This design comes from an exercise in tuning for small area and a short achievable clock period on the open sky130 flow, not from production work. Power is estimated from default activity; no workload was simulated.

==> inputs of build 64 <==
==> flow/design.v <==
`timescale 1ns / 1ps
module Register(Clock, L, ld_lo, ld_hi, inc, dec, Q);
    input wire Clock;
    input wire [15:0] L;
    input wire ld_lo, ld_hi, inc, dec;
    output reg [15:0] Q;
    wire id = inc | dec;
    wire [16:0] c;
    wire [15:0] s;
    assign s[0] = Q[0] ^ id;
    assign c[1] = Q[0] & id;
    genvar i;
    generate
        for (i = 1; i < 16; i = i + 1) begin : g_fa
            wire ci = (i == 8) ? ((inc & (&Q[7:0])) | (dec & (|Q[7:0]))) : c[i];
            assign s[i]   = Q[i] ^ dec ^ ci;
            assign c[i+1] = (Q[i] & dec) | (Q[i] & ci) | (dec & ci);
        end
    endgenerate
    always @(posedge Clock) begin
        Q[7:0]  <= ld_lo ? L[7:0]  : s[7:0];
        Q[15:8] <= ld_hi ? L[15:8] : s[15:8];
    end
endmodule
`timescale 1ns / 1ps
module RegLoadCtl(I, FunSel, L, ld_lo, ld_hi, inc, dec);
    input wire [15:0] I;
    input wire [2:0] FunSel;
    output wire [15:0] L;
    output wire ld_lo, ld_hi, inc, dec;
    wire f_clr = (FunSel == 3'b011);
    wire f_ld  = (FunSel == 3'b010);
    wire f_hi  = (FunSel == 3'b110);
    wire f_sx  = (FunSel == 3'b111);
    assign L[7:0]  = f_clr ? 8'h00 : I[7:0];
    assign L[15:8] = ({8{f_ld}} & I[15:8]) | ({8{f_hi}} & I[7:0]) | ({8{f_sx & I[7]}});
    assign inc   = (FunSel == 3'b001);
    assign dec   = (FunSel == 3'b000);
    assign ld_lo = (FunSel[2] | FunSel[1]) & ~f_hi;              
    assign ld_hi = (FunSel[2] | FunSel[1]) & (FunSel != 3'b101);  
endmodule
module RegisterFile(I, OutASel, OutBSel, FunSel, RegSel, ScrSel, Clock, OutA, OutB);
    input wire [15:0] I;
    input wire [2:0] OutASel, OutBSel;
    input wire [2:0] FunSel;
    input wire [3:0] RegSel, ScrSel;
    input wire Clock;
    output wire [15:0] OutA, OutB;
    wire [15:0] L;
    wire lo, hi, inc, dec;
    RegLoadCtl ctl(.I(I), .FunSel(FunSel), .L(L), .ld_lo(lo), .ld_hi(hi), .inc(inc), .dec(dec));
    wire [7:0] en = ~{RegSel, ScrSel};
    wire [15:0] Q [0:7];
    genvar r;
    generate
        for (r = 0; r < 8; r = r + 1) begin : g_r
            Register R(.Clock(Clock), .L(L),
                       .ld_lo(en[7-r] & lo), .ld_hi(en[7-r] & hi),
                       .inc(en[7-r] & inc), .dec(en[7-r] & dec), .Q(Q[r]));
        end
    endgenerate
    reg [15:0] a, b;
    integer k;
    always @(*) begin
        a = 16'h0;
        b = 16'h0;
        for (k = 0; k < 8; k = k + 1) begin
            a = a | ({16{OutASel == k}} & Q[k]);
            b = b | ({16{OutBSel == k}} & Q[k]);
        end
    end
    assign OutA = a;
    assign OutB = b;
endmodule
`timescale 1ns / 1ps
module AddressRegisterFile(I, OutCSel, OutDSel, FunSel, RegSel, Clock, OutC, OutD);
    input wire [15:0] I;
    input wire [1:0] OutCSel, OutDSel;
    input wire [2:0] FunSel, RegSel;
    input wire Clock;
    output wire [15:0] OutC, OutD;
    wire [15:0] L;
    wire lo, hi, inc, dec;
    RegLoadCtl ctl(.I(I), .FunSel(FunSel), .L(L), .ld_lo(lo), .ld_hi(hi), .inc(inc), .dec(dec));
    wire [2:0] en = ~RegSel;  
    wire [15:0] QPC, QAR, QSP;
    Register PC(.Clock(Clock), .L(L), .ld_lo(en[2] & lo), .ld_hi(en[2] & hi),
                .inc(en[2] & inc), .dec(en[2] & dec), .Q(QPC));
    Register AR(.Clock(Clock), .L(L), .ld_lo(en[1] & lo), .ld_hi(en[1] & hi),
                .inc(en[1] & inc), .dec(en[1] & dec), .Q(QAR));
    Register SP(.Clock(Clock), .L(L), .ld_lo(en[0] & lo), .ld_hi(en[0] & hi),
                .inc(en[0] & inc), .dec(en[0] & dec), .Q(QSP));
    assign OutC = ({16{~OutCSel[1]}} & QPC) | ({16{OutCSel == 2'b10}} & QAR) | ({16{OutCSel == 2'b11}} & QSP);
    assign OutD = ({16{~OutDSel[1]}} & QPC) | ({16{OutDSel == 2'b10}} & QAR) | ({16{OutDSel == 2'b11}} & QSP);
endmodule
`timescale 1ns / 1ps
module InstructionRegister(I, Write, LH, Clock, IROut);
    input wire [7:0] I;
    input wire Write, LH, Clock;
    output reg [15:0] IROut;
    always @(posedge Clock) begin
        if (Write & ~LH) IROut[7:0]  <= I;
        if (Write &  LH) IROut[15:8] <= I;
    end
endmodule
`timescale 1ns / 1ps
module ArithmeticLogicUnit(A, B, FunSel, WF, Clock, ALUOut, FlagsOut);
    input wire [15:0] A, B;
    input wire [4:0] FunSel;
    input wire WF, Clock;
    output wire [15:0] ALUOut;
    output reg [3:0] FlagsOut;    
    wire C = FlagsOut[2];
    wire N = FlagsOut[1];
    wire O = FlagsOut[0];
    wire w = FunSel[4];
    wire [3:0] op = FunSel[3:0];
    wire sub = (op == 4'd6);
    wire [15:0] Bx = B ^ {16{sub}};
    wire cin = sub | ((op == 4'd5) & C);
    wire k = (op == 4'd5) & C & ~sub;           
    wire [15:0] p = A ^ Bx;
    wire [16:0] gl [0:5];
    wire [16:0] pl [0:5];
    assign gl[0] = {A & Bx, cin};
    assign pl[0] = {p, 1'b0};
    genvar l, i;
    generate
        for (l = 0; l < 5; l = l + 1) begin : g_lvl
            for (i = 0; i < 17; i = i + 1) begin : g_bit
                if (i >= (1 << l)) begin : g_node
                    assign gl[l+1][i] = gl[l][i] | (pl[l][i] & gl[l][i - (1 << l)]);
                    assign pl[l+1][i] = pl[l][i] & pl[l][i - (1 << l)];
                end else begin : g_pass
                    assign gl[l+1][i] = gl[l][i];
                    assign pl[l+1][i] = pl[l][i];
                end
            end
        end
    endgenerate
    wire [16:0] c = gl[5];
    wire [15:0] sum = {p[15:1] ^ c[15:1], A[0] ^ B[0] ^ k};
    wire c8 = c[8], c16 = c[16];
    reg [3:0] t;
    always @(*) begin
        case (op)
            4'd0:  t = 4'b1100;  
            4'd1:  t = 4'b1010;  
            4'd2:  t = 4'b0011;  
            4'd3:  t = 4'b0101;  
            4'd7:  t = 4'b1000;  
            4'd8:  t = 4'b1110;  
            4'd9:  t = 4'b0110;  
            4'd10: t = 4'b0111;  
            default: t = 4'b0000;
        endcase
    end
    wire [15:0] lg = ({16{t[3]}} & A & B) | ({16{t[2]}} & A & ~B) |
                     ({16{t[1]}} & ~A & B) | ({16{t[0]}} & ~A & ~B);
    wire s_add = (op == 4'd4) | (op == 4'd5) | sub;
    wire s_shl = (op == 4'd11) | (op == 4'd14);
    wire s_shr = (op == 4'd12) | (op == 4'd13) | (op == 4'd15);
    wire lsb  = (op == 4'd14) & (w ? C : A[7]);                   
    wire msb16 = (op == 4'd13) ? A[15] : ((op == 4'd15) & C);     
    wire msb8  = (op == 4'd13) ? A[7]  : ((op == 4'd15) & A[0]);  
    wire [15:0] shl = {A[14:0], lsb};
    wire [15:0] shr = {msb16, A[15:9], w ? A[8] : msb8, A[7:1]};
    wire [15:0] r = ({16{s_add}} & sum) | lg | ({16{s_shl}} & shl) | ({16{s_shr}} & shr);
    assign ALUOut = {r[15:8] & {8{w}}, r[7:0]};
    wire cout = w ? c16 : c8;
    wire am = w ? A[15] : A[7];
    wire bm = w ? Bx[15] : Bx[7];
    wire rm = w ? ALUOut[15] : ALUOut[7];
    wire Zn = ~|ALUOut;
    wire Cn = s_add ? (cout ^ sub) : s_shl ? am : s_shr ? A[0] : C;
    wire Nn = (op == 4'd13) ? N : rm;
    wire On = s_add ? ((am == bm) & (rm != am)) : O;
    always @(posedge Clock)
        if (WF) FlagsOut <= {Zn, Cn, Nn, On};
endmodule
`timescale 1ns / 1ps
module ArithmeticLogicUnitSystem(
    RF_OutASel, RF_OutBSel, RF_FunSel, RF_RegSel, RF_ScrSel,
    ALU_FunSel, ALU_WF,
    ARF_OutCSel, ARF_OutDSel, ARF_FunSel, ARF_RegSel,
    IR_LH, IR_Write,
    MemOut,
    MuxASel, MuxBSel, MuxCSel, Clock,
    OutA, OutB, ALUOut, Flags_out, OutC, Address, IROut, MuxCOut);
    input wire [2:0] RF_OutASel, RF_OutBSel, RF_FunSel;
    input wire [3:0] RF_RegSel, RF_ScrSel;
    output wire [15:0] OutA, OutB;
    input wire [4:0] ALU_FunSel;
    input wire ALU_WF;
    output wire [15:0] ALUOut;
    output wire [3:0] Flags_out;
    input wire [1:0] ARF_OutCSel, ARF_OutDSel;
    input wire [2:0] ARF_FunSel, ARF_RegSel;
    output wire [15:0] OutC;
    wire [15:0] OutD;
    input wire IR_LH;
    input wire IR_Write;
    output wire [15:0] IROut;
    output wire [15:0] Address;
    input wire [7:0] MemOut;
    input wire [1:0] MuxASel;
    wire [15:0] MuxAOut;
    input wire [1:0] MuxBSel;
    wire [15:0] MuxBOut;
    input wire MuxCSel;
    output wire [7:0] MuxCOut;
    input wire Clock;
    assign Address = OutD;
    assign MuxCOut = (MuxCSel == 1'b0) ? ALUOut[7:0] : ALUOut[15:8];
        ArithmeticLogicUnit ALU(
            .A(OutA),
            .B(OutB),
            .FunSel(ALU_FunSel),
            .WF(ALU_WF),
            .Clock(Clock),
            .ALUOut(ALUOut),
            .FlagsOut(Flags_out)
        );
        assign MuxAOut = (MuxASel == 2'b00) ? ALUOut :
                         (MuxASel == 2'b01) ? OutC :
                         (MuxASel == 2'b10) ? {{8{1'b0}}, MemOut} :
                         IROut;
        assign MuxBOut = (MuxBSel == 2'b00) ? ALUOut :
                 (MuxBSel == 2'b01) ? OutC :
                 (MuxBSel == 2'b10) ? {{8{1'b0}}, MemOut} :
                 IROut;
        InstructionRegister IR(
            .I(MemOut),
            .Write(IR_Write),
            .LH(IR_LH),
            .Clock(Clock),
            .IROut(IROut)
        );
        RegisterFile RF(
            .I(MuxAOut),
            .OutASel(RF_OutASel),
            .OutBSel(RF_OutBSel),
            .FunSel(RF_FunSel),
            .RegSel(RF_RegSel),
            .ScrSel(RF_ScrSel),
            .Clock(Clock),
            .OutA(OutA),
            .OutB(OutB)
        );
        AddressRegisterFile ARF(
            .I(MuxBOut),
            .OutCSel(ARF_OutCSel),
            .OutDSel(ARF_OutDSel),
            .FunSel(ARF_FunSel),
            .RegSel(ARF_RegSel),
            .Clock(Clock),
            .OutC(OutC),
            .OutD(OutD)
        );
endmodule
==> flow/run.sh <==
#!/bin/bash
# synth_recipe.tcl (not shown) runs the flow's synth.tcl, then flattens the netlist and writes it again
# the make line also repeats each setting of config.mk as NAME=value (left out here)
make -C /OpenROAD-flow-scripts/flow DESIGN_CONFIG=/design/flow/config.mk WORK_HOME=/design/flow/orfs CLKGATE_MAP_FILE= SYNTH_SCRIPT=/design/flow/synth_recipe.tcl finish
==> flow/config.mk <==
export PLATFORM = sky130hd
export DESIGN_NAME = ArithmeticLogicUnitSystem
export DESIGN_NICKNAME = ArithmeticLogicUnitSystem
export VERILOG_FILES = /design/flow/design.v
export SDC_FILE = /design/flow/constraint.sdc
export NUM_CORES = 4
export LEC_CHECK = 0
export ABC_AREA = 1
export CAP_MARGIN = 20
export CORE_MARGIN = 2
export CORE_UTILIZATION = 40
export SETUP_SLACK_MARGIN = 3.0
export SLEW_MARGIN = 20
==> flow/constraint.sdc <==
create_clock -name core_clock -period 9.0 [get_ports {Clock}]
set_input_delay 1.8000 -clock core_clock [delete_from_list [all_inputs] [get_ports {Clock}]]
set_output_delay 1.8000 -clock core_clock [all_outputs]
set_load 0.01 [all_outputs]
==> inputs of build 59, as changes to build 64 <==
ABC_AREA = unset   (was 1)
==> qor summary <==
                                                                  build 64     build 59
Proportion of synthesized chip area in sequential cells              24.1%        24.5%
Clock latency at the later pin of the worst-skew pair              0.52 ns      0.51 ns
Stages on the worst setup path                                          18           16
Transition at the pin with the smallest max-transition slack      0.886 ns      1.11 ns
Clock network share of area                                          2.67%        2.70%
Result of the run                         no timing/DRC/antenna violations  no timing/DRC/antenna violations
Headroom to the max-slew limit                                       40.5%        25.5%
Setup Buffers After CTS                                                 81           94
Fin crit period                                                    6.46 ns      7.34 ns
Fill cell instance count of the final layout                          4155         3813
Share of the final layout cell area in sequential cells              18.8%        19.0%
Most used standard cell by instance count after synthesis          nand2_1       nor2_1
R2r worst-path depth                                                    16           21
Final routed wirelength across all metal layers                   76800 um     64300 um
Switching share of power                                             49.0%        45.5%
Gate Count Post-Synth                                                 2419         1760
Areal power density over the cells                             229 nW/um^2  290 nW/um^2
Pwr Total                                                          5.03 mW      6.29 mW
Number of gates given a new drive strength after cts                   377          262
Share of synthesized cell area in and, or, nand and nor gates        33.4%        13.0%
Final worst setup slack                                            2.54 ns      1.66 ns
All-layer global routing usage                                       35.0%        29.4%
Detail Route met3 WL                                               5830 um      5380 um
Sw power                                                           2.46 mW      2.86 mW
Plain + repair buffers                                                 284          325
Post-synthesis compound-gate area fraction                           12.9%        17.4%
Part of the total power dissipated in combinational logic            53.6%        59.0%
No functional check of the RTL was part of any run of this note.

-- port drivers added, routing unchanged --
No port has a modelled driver above. Below, the same layouts with a new extraction and two added sets of constraints.
Step 1 (the two cells are an assumption about what drives the block):
set clk [get_ports {Clock}]
set_driving_cell -lib_cell sky130_fd_sc_hd__clkbuf_16 $clk
set_driving_cell -lib_cell sky130_fd_sc_hd__buf_2 [delete_from_list [all_inputs] $clk]
Step 2 adds t to the input delays and takes it off the output delays; t is the mean of the earliest and latest rising clock arrival at the registers after step 1. Input paths then give back, and output paths get back, about the clock's delay inside the block.
a / b / c = no drivers / after step 1 / after step 2; a / b = the first two.
run	shift t [ns]	setup WS [ns]	worst hold slack (ns)	worst data-port slew with drivers (ns)	cell pins on the clock port's net
build 64	0.566	2.544 / 2.481 / 2.481	0.584 / 0.584 / 0.584	0.07	1
build 59	0.560	1.659 / 1.499 / 1.499	0.699 / 0.699 / 0.699	0.21	1
After both steps setup and hold are still met in every run listed. The setup slack of build 59, which loses most, moves by -0.160 ns with the drivers and by -0.160 ns with both steps.
